Context: an optimization exercise on an open-source flow, tuned for small area. The choices shown serve that exercise and are no tape-out recipe.
Only simulation tests tie the RTL to the original design; equivalence was not proved.
Power is estimated from default activity; no workload was simulated.

## the baseline
==> flow/design.v <==
`timescale 1ns / 1ps
module tomasulo (
    input wire clk,
    input wire reset,
    input wire [11:0] instruction,
    input wire load_instruction,
    input wire loading_complete,
    output wire [15:0] issue,
    output wire [15:0] ex_start,
    output wire [15:0] ex_comp,
    output reg  [15:0] write,
    output wire [15:0] commit
);
    wire [2:0] op = instruction[11:9];
    wire in_k1 = op[2] & ~op[1];
    wire in_k0 = (~op[2] & op[1]) | (op[2] & ~op[1] & op[0]);
    wire in_none = ~(in_k1 | in_k0) & (op != 3'b001);
    wire [10:0] enc = {in_k1, in_k0, instruction[8:1], (in_k1 | in_k0) ? instruction[0] : in_none};
    reg [10:0] q [0:15];
    wire [10:0] head = q[0];
    wire [1:0] hk = head[10:9];
    wire [2:0] hdst = head[8:6];
    wire [2:0] hs1 = head[5:3];
    wire [2:0] hs2 = head[2:0];
    wire is_ld  = (hk == 2'b00) & ~head[0];
    wire is_add = (hk == 2'b01);
    wire is_mul = hk[1];
    wire is_div = hk[0];
    reg [4:0] icnt;
    wire [3:0] tag = icnt[3:0];
    reg [7:0] busy;
    reg [3:0] prod [0:7];
    wire h1 = busy[hs1];
    wire h2 = busy[hs2];
    wire [3:0] d1 = prod[hs1];
    wire [3:0] d2 = prod[hs2];
    reg [1:0] lv; reg lp;
    reg [3:0] lt [0:1]; reg [2:0] ld [0:1];
    reg [1:0] av; reg ap;
    reg [3:0] at [0:1]; reg [2:0] ad [0:1];
    reg ah1 [0:1]; reg ah2 [0:1]; reg [3:0] ad1 [0:1]; reg [3:0] ad2 [0:1];
    reg [1:0] xv; reg xp;
    reg [3:0] xt [0:1]; reg [2:0] xd [0:1]; reg xdiv [0:1];
    reg xh1 [0:1]; reg xh2 [0:1]; reg [3:0] xd1 [0:1]; reg [3:0] xd2 [0:1];
    reg mE, mW; reg [3:0] mtag; reg [2:0] mdst;
    reg aE, aW; reg [3:0] atag; reg [2:0] adst;
    reg [4:0] xc; reg xW; reg [3:0] xtag; reg [2:0] xdst;
    wire xE = |xc;
    wire lv0 = lp ? lv[1] : lv[0];
    wire lv1 = lp ? lv[0] : lv[1];
    wire lsel = lv0 ? lp : ~lp;
    wire av0 = ap ? av[1] : av[0];
    wire av1 = ap ? av[0] : av[1];
    wire asel = av0 ? ap : ~ap;
    wire xv0 = xp ? xv[1] : xv[0];
    wire xv1 = xp ? xv[0] : xv[1];
    wire xsel = xv0 ? xp : ~xp;
    wire lfull = &lv;
    wire afull = &av;
    wire xfull = &xv;
    wire can_issue = loading_complete & ~icnt[4];
    wire iss_l = can_issue & is_ld & ~lfull;
    wire iss_a = can_issue & is_add & ~afull;
    wire iss_x = can_issue & is_mul & ~xfull;
    wire do_issue = iss_l | iss_a | iss_x;
    wire a_rdy = (~ah1[asel] | write[ad1[asel]]) & (~ah2[asel] | write[ad2[asel]]);
    wire x_rdy = (~xh1[xsel] | write[xd1[xsel]]) & (~xh2[xsel] | write[xd2[xsel]]);
    wire st_l = (lv0 | lv1) & ~mE;
    wire st_a = (av0 | av1) & ~aE & a_rdy;
    wire st_x = (xv0 | xv1) & ~xE & x_rdy;
    wire ltgt = lv0 ? ~lp : lp;
    wire atgt = av0 ? ~ap : ap;
    wire xtgt = xv0 ? ~xp : xp;
    wire shift = loading_complete ? do_issue : load_instruction;
    integer k;
    always @(posedge clk) begin
        if (shift) begin
            for (k = 0; k < 15; k = k + 1) q[k] <= q[k + 1];
            q[15] <= enc;
        end
    end
    always @(posedge clk) begin
        if (do_issue) prod[hdst] <= tag;
        if (iss_l) begin lt[ltgt] <= tag; ld[ltgt] <= hdst; end
        if (iss_a) begin
            at[atgt] <= tag; ad[atgt] <= hdst;
            ah1[atgt] <= h1; ah2[atgt] <= h2; ad1[atgt] <= d1; ad2[atgt] <= d2;
        end
        if (iss_x) begin
            xt[xtgt] <= tag; xd[xtgt] <= hdst; xdiv[xtgt] <= is_div;
            xh1[xtgt] <= h1; xh2[xtgt] <= h2; xd1[xtgt] <= d1; xd2[xtgt] <= d2;
        end
        if (st_l) begin mtag <= lt[lsel]; mdst <= ld[lsel]; end
        if (st_a) begin atag <= at[asel]; adst <= ad[asel]; end
        if (st_x) begin xtag <= xt[xsel]; xdst <= xd[xsel]; end
    end
    reg [4:0] ccnt;
    wire do_commit = ~ccnt[4] & write[ccnt[3:0]];
    wire [15:0] mdec = 16'd1 << mtag;
    wire [15:0] adec = 16'd1 << atag;
    wire [15:0] xdec = 16'd1 << xtag;
    assign ex_comp = write | (mW ? mdec : 16'd0) | (aW ? adec : 16'd0) | (xW ? xdec : 16'd0);
    assign ex_start = ex_comp | (mE ? mdec : 16'd0) | (aE ? adec : 16'd0) | (xE ? xdec : 16'd0);
    wire [7:0] bset = do_issue ? (8'd1 << hdst) : 8'd0;
    wire [7:0] bclr = (mW ? (8'd1 << mdst) : 8'd0) | (aW ? (8'd1 << adst) : 8'd0) |
                      (xW ? (8'd1 << xdst) : 8'd0);
    always @(posedge clk or posedge reset) begin
        if (reset) begin
            icnt <= 0; ccnt <= 0; write <= 0; busy <= 0;
            lv <= 0; lp <= 0; av <= 0; ap <= 0; xv <= 0; xp <= 0;
            mE <= 0; mW <= 0; aE <= 0; aW <= 0; xc <= 0; xW <= 0;
        end else begin
            if (do_issue) icnt <= icnt + 5'd1;
            if (do_commit) ccnt <= ccnt + 5'd1;
            write <= ex_comp;
            busy <= (busy | bset) & ~bclr;
            if (iss_l) lv[ltgt] <= 1'b1;
            if (st_l) begin lv[lsel] <= 1'b0; if (lv0 & lv1) lp <= ~lp; end
            if (iss_a) av[atgt] <= 1'b1;
            if (st_a) begin av[asel] <= 1'b0; if (av0 & av1) ap <= ~ap; end
            if (iss_x) xv[xtgt] <= 1'b1;
            if (st_x) begin xv[xsel] <= 1'b0; if (xv0 & xv1) xp <= ~xp; end
            mE <= st_l; mW <= mE;
            aE <= st_a; aW <= aE;
            if (st_x) xc <= xdiv[xsel] ? 5'd24 : 5'd5;
            else if (xE) xc <= xc - 5'd1;
            xW <= (xc == 5'd1);
        end
    end
    genvar g;
    generate
        for (g = 0; g < 16; g = g + 1) begin : therm
            assign issue[g] = icnt > g;
            assign commit[g] = ccnt > g;
        end
    endgenerate
endmodule
Settings: LEC_CHECK=0, CAP_MARGIN=20, CORE_MARGIN=2, CORE_UTILIZATION=40, SLEW_MARGIN=20; clock period 10.0 ns.
standard.sh (not shown) runs the stock make flow with config.mk's settings and CLKGATE_MAP_FILE= SYNTH_SCRIPT=/design/flow/synth_recipe.tcl, a recipe that flattens the netlist after the stock synthesis.
==> flow/flow/run.sh <==
#!/bin/bash
# Standard ORFS layout (the standard.sh, unchanged synthesis, floorplan,
# power grid and routing) with two changes:
#  - clock tree built from clkbuf_4 cells in small sink clusters, without
#    dummy loads (instead of large clkbuf_16 cells)
#  - the port buffers that buffer_ports inserts use buf_1
# Make's full output goes to standard_finish.log; each ORFS step keeps its
# own log under orfs/logs/.
set -euo pipefail
bash standard.sh \
  'CTS_ARGS=-sink_clustering_enable -repair_clock_nets -dont_use_dummy_load -buf_list sky130_fd_sc_hd__clkbuf_4 -sink_clustering_size 10 -sink_clustering_max_diameter 40' \
  'BUFFER_PORTS_ARGS=-buffer_cell sky130_fd_sc_hd__buf_1' \
  finish > standard_finish.log 2>&1
The inputs of the candidate differ from those of the baseline as listed below.
--- a/flow/design.v
+++ b/flow/design.v
@@ -25,8 +25,31 @@
     wire is_ld  = (hk == 2'b00) & ~head[0];
     wire is_add = (hk == 2'b01);
     wire is_mul = hk[1];
     wire is_div = hk[0];
+    function [15:0] therm(input [4:0] n);
+        reg o, a, b, c, d, hi, lo;
+        begin
+            o = n[4]; a = n[3]; b = n[2]; c = n[1]; d = n[0];
+            hi = o | a;
+            therm[0]  = hi | b | c | d;
+            therm[1]  = hi | b | c;
+            therm[2]  = hi | b | (c & d);
+            therm[3]  = hi | b;
+            therm[4]  = hi | (b & (c | d));
+            therm[5]  = hi | (b & c);
+            therm[6]  = hi | (b & c & d);
+            therm[7]  = hi;
+            therm[8]  = o | (a & (b | c | d));
+            therm[9]  = o | (a & (b | c));
+            therm[10] = o | (a & (b | (c & d)));
+            therm[11] = o | (a & b);
+            therm[12] = o | (a & b & (c | d));
+            therm[13] = o | (a & b & c);
+            therm[14] = o | (a & b & c & d);
+            therm[15] = o;
+        end
+    endfunction
     reg [4:0] icnt;
     wire [3:0] tag = icnt[3:0];
     reg [7:0] busy;
     reg [3:0] prod [0:7];
@@ -121,17 +144,13 @@
             if (iss_x) xv[xtgt] <= 1'b1;
             if (st_x) begin xv[xsel] <= 1'b0; if (xv0 & xv1) xp <= ~xp; end
             mE <= st_l; mW <= mE;
             aE <= st_a; aW <= aE;
-            if (st_x) xc <= xdiv[xsel] ? 5'd24 : 5'd5;
-            else if (xE) xc <= xc - 5'd1;
+            if (st_x) xc <= {2'b01, xdiv[xsel], ~xdiv[xsel], 1'b0};
+            else if (xc == 5'd1) xc <= 5'd0;
+            else xc <= {xc[3:0], xc[4] ^ xc[2]};
             xW <= (xc == 5'd1);
         end
     end
-    genvar g;
-    generate
-        for (g = 0; g < 16; g = g + 1) begin : therm
-            assign issue[g] = icnt > g;
-            assign commit[g] = ccnt > g;
-        end
-    endgenerate
+    assign issue = therm(icnt);
+    assign commit = therm(ccnt);
 endmodule
- Per the comparison of the candidate with the baseline, final worst setup slack went down; non-clock buffer count went up; clock buffer count went down.
- The combinational group share of total power in the candidate sits 30 points above the value recorded for the baseline.
- For count of flip-flops and latches, the baseline and the candidate come out practically identical.
- The candidate: no failed stages, no open violations at the end
- Against the baseline, the candidate comes in 15 points lower on part of the total power dissipated in the clock network.
- Delta(overall fraction of global-route tracks in use, the candidate - the baseline) > 0
- From the baseline to the candidate the numbers moved as follows: multi-input logic area lost about 9%, clock skew fell by 0.055 ns, number of stages on the worst setup path went down, final critical-path required period now sits higher, fraction of the core area covered by cells at the end of the flow was more or less identical.
- Looking at origin of the worst setup path, the xc[0] result is from the baseline; the loading_complete one comes from the candidate.
- The baseline and the candidate ended up with nearly the same portion of the layout cell area used by non-clock buffers.

* * *

## cedar
Another version of the RTL of tomasulo (not shown whole).
For scale: roughly 14000 um2 of cells after synthesis.
export LEC_CHECK = 0
export CAP_MARGIN = 20
export CORE_MARGIN = 2
export CORE_UTILIZATION = 40
export SLEW_MARGIN = 20
create_clock -name core_clock -period 10.0 [get_ports {clk}]
==> flow/flow/run.sh <==
#!/bin/bash
# Standard ORFS layout through the standard.sh with three changes:
#  - synthesis: flow/synth.tcl = the standard flow's synthesis script, but ABC maps with
#    flow/area.script (area-oriented); flip-flop mapping is untouched
#  - clock tree built from clkbuf_4 cells in small sink clusters, without
#    dummy loads (instead of large clkbuf_16 cells)
#  - the port buffers that buffer_ports inserts use buf_1
# Make's full output goes to standard_finish.log; each ORFS step keeps its
# own log under orfs/logs/.
set -euo pipefail
W=$(pwd)
export FLOW_ABC_SCRIPT="$W/flow/area.script"
bash standard.sh \
  "SYNTH_SCRIPT=$W/flow/synth.tcl" \
  'CTS_ARGS=-sink_clustering_enable -repair_clock_nets -dont_use_dummy_load -buf_list sky130_fd_sc_hd__clkbuf_4 -sink_clustering_size 10 -sink_clustering_max_diameter 40' \
  'BUFFER_PORTS_ARGS=-buffer_cell sky130_fd_sc_hd__buf_1' \
  finish > standard_finish.log 2>&1
==> flow/flow/area.script <==
&get -n
&st
&dch
&nf -R 1000 -p -a
&st
&syn2
&if -g -K 6
&synch2
&nf -R 1000 -p -a
&st
&dch
&nf -R 1000 -p -a
&put
==> flow/flow/synth.tcl <==
# The standard synthesis script (synth_recipe.tcl), with one change: the
# ABC technology-mapping call uses flow/area.script (area-oriented mapping)
# instead of ORFS's abc_speed.script. Everything before ABC (including
# flip-flop mapping) is unchanged, so the registers are the same.
proc synth {args} { yosys synth -nofsm -noshare {*}$args }
proc abc {args} {
  set i [lsearch -exact $args -script]
  if {$i >= 0 && [info exists ::env(FLOW_ABC_SCRIPT)]} {
    lset args [expr {$i + 1}] $::env(FLOW_ABC_SCRIPT)
  }
  yosys abc {*}$args
}
source $::env(SCRIPTS_DIR)/synth.tcl
# left out here: clear keep_hierarchy, flatten, clean up, hide names made inside functions, write 1_2_yosys.v
cedar: no failed stages, no open violations at the end
The following lists how juniper was set up differently from cedar:
--- a/flow/design.v
+++ b/flow/design.v
@@ -48,31 +48,19 @@
             therm[14] = o | (a & b & c & d);
             therm[15] = o;
         end
     endfunction
     reg [4:0] icnt;
     wire [3:0] tag = icnt[3:0];
     reg [7:0] busy;
-    reg [31:0] prod;             
-    function [3:0] prod_of(input [31:0] p, input [2:0] r);
-        case (r)
-            3'd0: prod_of = p[3:0];
-            3'd1: prod_of = p[7:4];
-            3'd2: prod_of = p[11:8];
-            3'd3: prod_of = p[15:12];
-            3'd4: prod_of = p[19:16];
-            3'd5: prod_of = p[23:20];
-            3'd6: prod_of = p[27:24];
-            default: prod_of = p[31:28];
-        endcase
-    endfunction
+    reg [3:0] prod [0:7];
     wire h1 = busy[hs1];
     wire h2 = busy[hs2];
-    wire [3:0] d1 = prod_of(prod, hs1);
-    wire [3:0] d2 = prod_of(prod, hs2);
+    wire [3:0] d1 = prod[hs1];
+    wire [3:0] d2 = prod[hs2];
     reg [1:0] lv; reg lp;
     reg [3:0] lt [0:1]; reg [2:0] ld [0:1];
     reg [1:0] av; reg ap;
     reg [3:0] at [0:1]; reg [2:0] ad [0:1];
     reg ah1 [0:1]; reg ah2 [0:1]; reg [3:0] ad1 [0:1]; reg [3:0] ad2 [0:1];
     reg [1:0] xv; reg xp;
     reg [3:0] xt [0:1]; reg [2:0] xd [0:1]; reg xdiv [0:1];
@@ -86,17 +74,14 @@
     wire lsel = lv0 ? lp : ~lp;
     wire av0 = ap ? av[1] : av[0];
     wire av1 = ap ? av[0] : av[1];
     wire asel = av0 ? ap : ~ap;
     wire xv0 = xp ? xv[1] : xv[0];
     wire xv1 = xp ? xv[0] : xv[1];
     wire xsel = xv0 ? xp : ~xp;
-    reg msel, asel_q;
-    wire lsel_u = mE ? msel : lsel;
-    wire asel_u = aE ? asel_q : asel;
     wire lfull = &lv;
     wire afull = &av;
     wire xfull = &xv;
     wire can_issue = loading_complete & ~icnt[4];
     wire iss_l = can_issue & is_ld & ~lfull;
     wire iss_a = can_issue & is_add & ~afull;
     wire iss_x = can_issue & is_mul & ~xfull;
@@ -114,36 +99,26 @@
     always @(posedge clk) begin
         if (shift) begin
             for (k = 0; k < 15; k = k + 1) q[k] <= q[k + 1];
             q[15] <= enc;
         end
     end
     always @(posedge clk) begin
-        if (do_issue)
-            case (hdst)
-                3'd0: prod[3:0] <= tag;
-                3'd1: prod[7:4] <= tag;
-                3'd2: prod[11:8] <= tag;
-                3'd3: prod[15:12] <= tag;
-                3'd4: prod[19:16] <= tag;
-                3'd5: prod[23:20] <= tag;
-                3'd6: prod[27:24] <= tag;
-                default: prod[31:28] <= tag;
-            endcase
+        if (do_issue) prod[hdst] <= tag;
         if (iss_l) begin lt[ltgt] <= tag; ld[ltgt] <= hdst; end
         if (iss_a) begin
             at[atgt] <= tag; ad[atgt] <= hdst;
             ah1[atgt] <= h1; ah2[atgt] <= h2; ad1[atgt] <= d1; ad2[atgt] <= d2;
         end
         if (iss_x) begin
             xt[xtgt] <= tag; xd[xtgt] <= hdst; xdiv[xtgt] <= is_div;
             xh1[xtgt] <= h1; xh2[xtgt] <= h2; xd1[xtgt] <= d1; xd2[xtgt] <= d2;
         end
-        msel <= lsel_u; mtag <= lt[lsel_u]; mdst <= ld[lsel_u];
-        asel_q <= asel_u; atag <= at[asel_u]; adst <= ad[asel_u];
+        if (st_l) begin mtag <= lt[lsel]; mdst <= ld[lsel]; end
+        if (st_a) begin atag <= at[asel]; adst <= ad[asel]; end
         if (st_x) begin xtag <= xt[xsel]; xdst <= xd[xsel]; end
     end
     reg [4:0] ccnt;
     wire do_commit = ~ccnt[4] & write[ccnt[3:0]];
     wire [15:0] mdec = 16'd1 << mtag;
     wire [15:0] adec = 16'd1 << atag;
     wire [15:0] xdec = 16'd1 << xtag;
- juniper: all stages complete, timing, DRC and antenna checks passed
- Summary of juniper over cedar: maximum frequency went up about 4%; post-synthesis simple-gate area fraction went down 0.32 points.
- Fraction of power consumed by combinational cells: juniper vs cedar down 29 points
- Going from cedar to juniper, met1 wire length has decreased, total number of multi-input combinational cells -about 7%, total power fell by about 50%, number of buffers outside the clock class in the layout has decreased.
- In the tables for juniper and cedar, flip-flop and latch count reads higher with juniper.
- On juniper: die span in y is 1.3 um higher than what cedar gave.
- On synthesized instance count: between juniper and cedar, it ends up higher for cedar.
- Count of inverters other than clock inverters in the layout (juniper vs. cedar) decreases by more than a quarter

## port drivers added, routing unchanged
How much do the figures lean on ideal ports? The routed layouts below were timed once more, with nothing changed but the port constraints.
Step 1 sets driving cells, clkbuf_16 on the clock port and buf_2 on the other inputs (assumed; they add their load-dependent delay and slew).
Step 2 also shifts input and output timing later by t, the mid clock arrival at the registers, as if the neighbouring blocks saw the same clock.
Three values: ideal, step 1, step 2; two values: the first two.
| run | t (ns) | slack for setup (ns) | hold WS [ns] | latest minus earliest clock arrival (ns) | slew at the worst register clock pin (ns) |
|---|---|---|---|---|---|
| the baseline | 0.717 | 5.309 / 5.261 / 4.801 | 0.390 / 0.390 / 0.390 | 0.132 / 0.132 | 0.11 / 0.11 |
| the candidate | 0.717 | 5.103 / 5.121 / 4.404 | 0.396 / 0.396 / 0.396 | 0.071 / 0.072 | 0.11 / 0.11 |
| cedar | 0.716 | 5.176 / 5.130 / 5.098 | 0.372 / 0.372 / 0.372 | 0.081 / 0.080 | 0.11 / 0.11 |
| juniper | 0.703 | 5.368 / 5.323 / 5.435 | 0.382 / 0.382 / 0.382 | 0.122 / 0.122 | 0.12 / 0.12 |
After both steps setup and hold are still met in every run listed. The setup slack of the candidate, which loses most, moves by +0.018 ns with the drivers and by -0.699 ns with both steps.
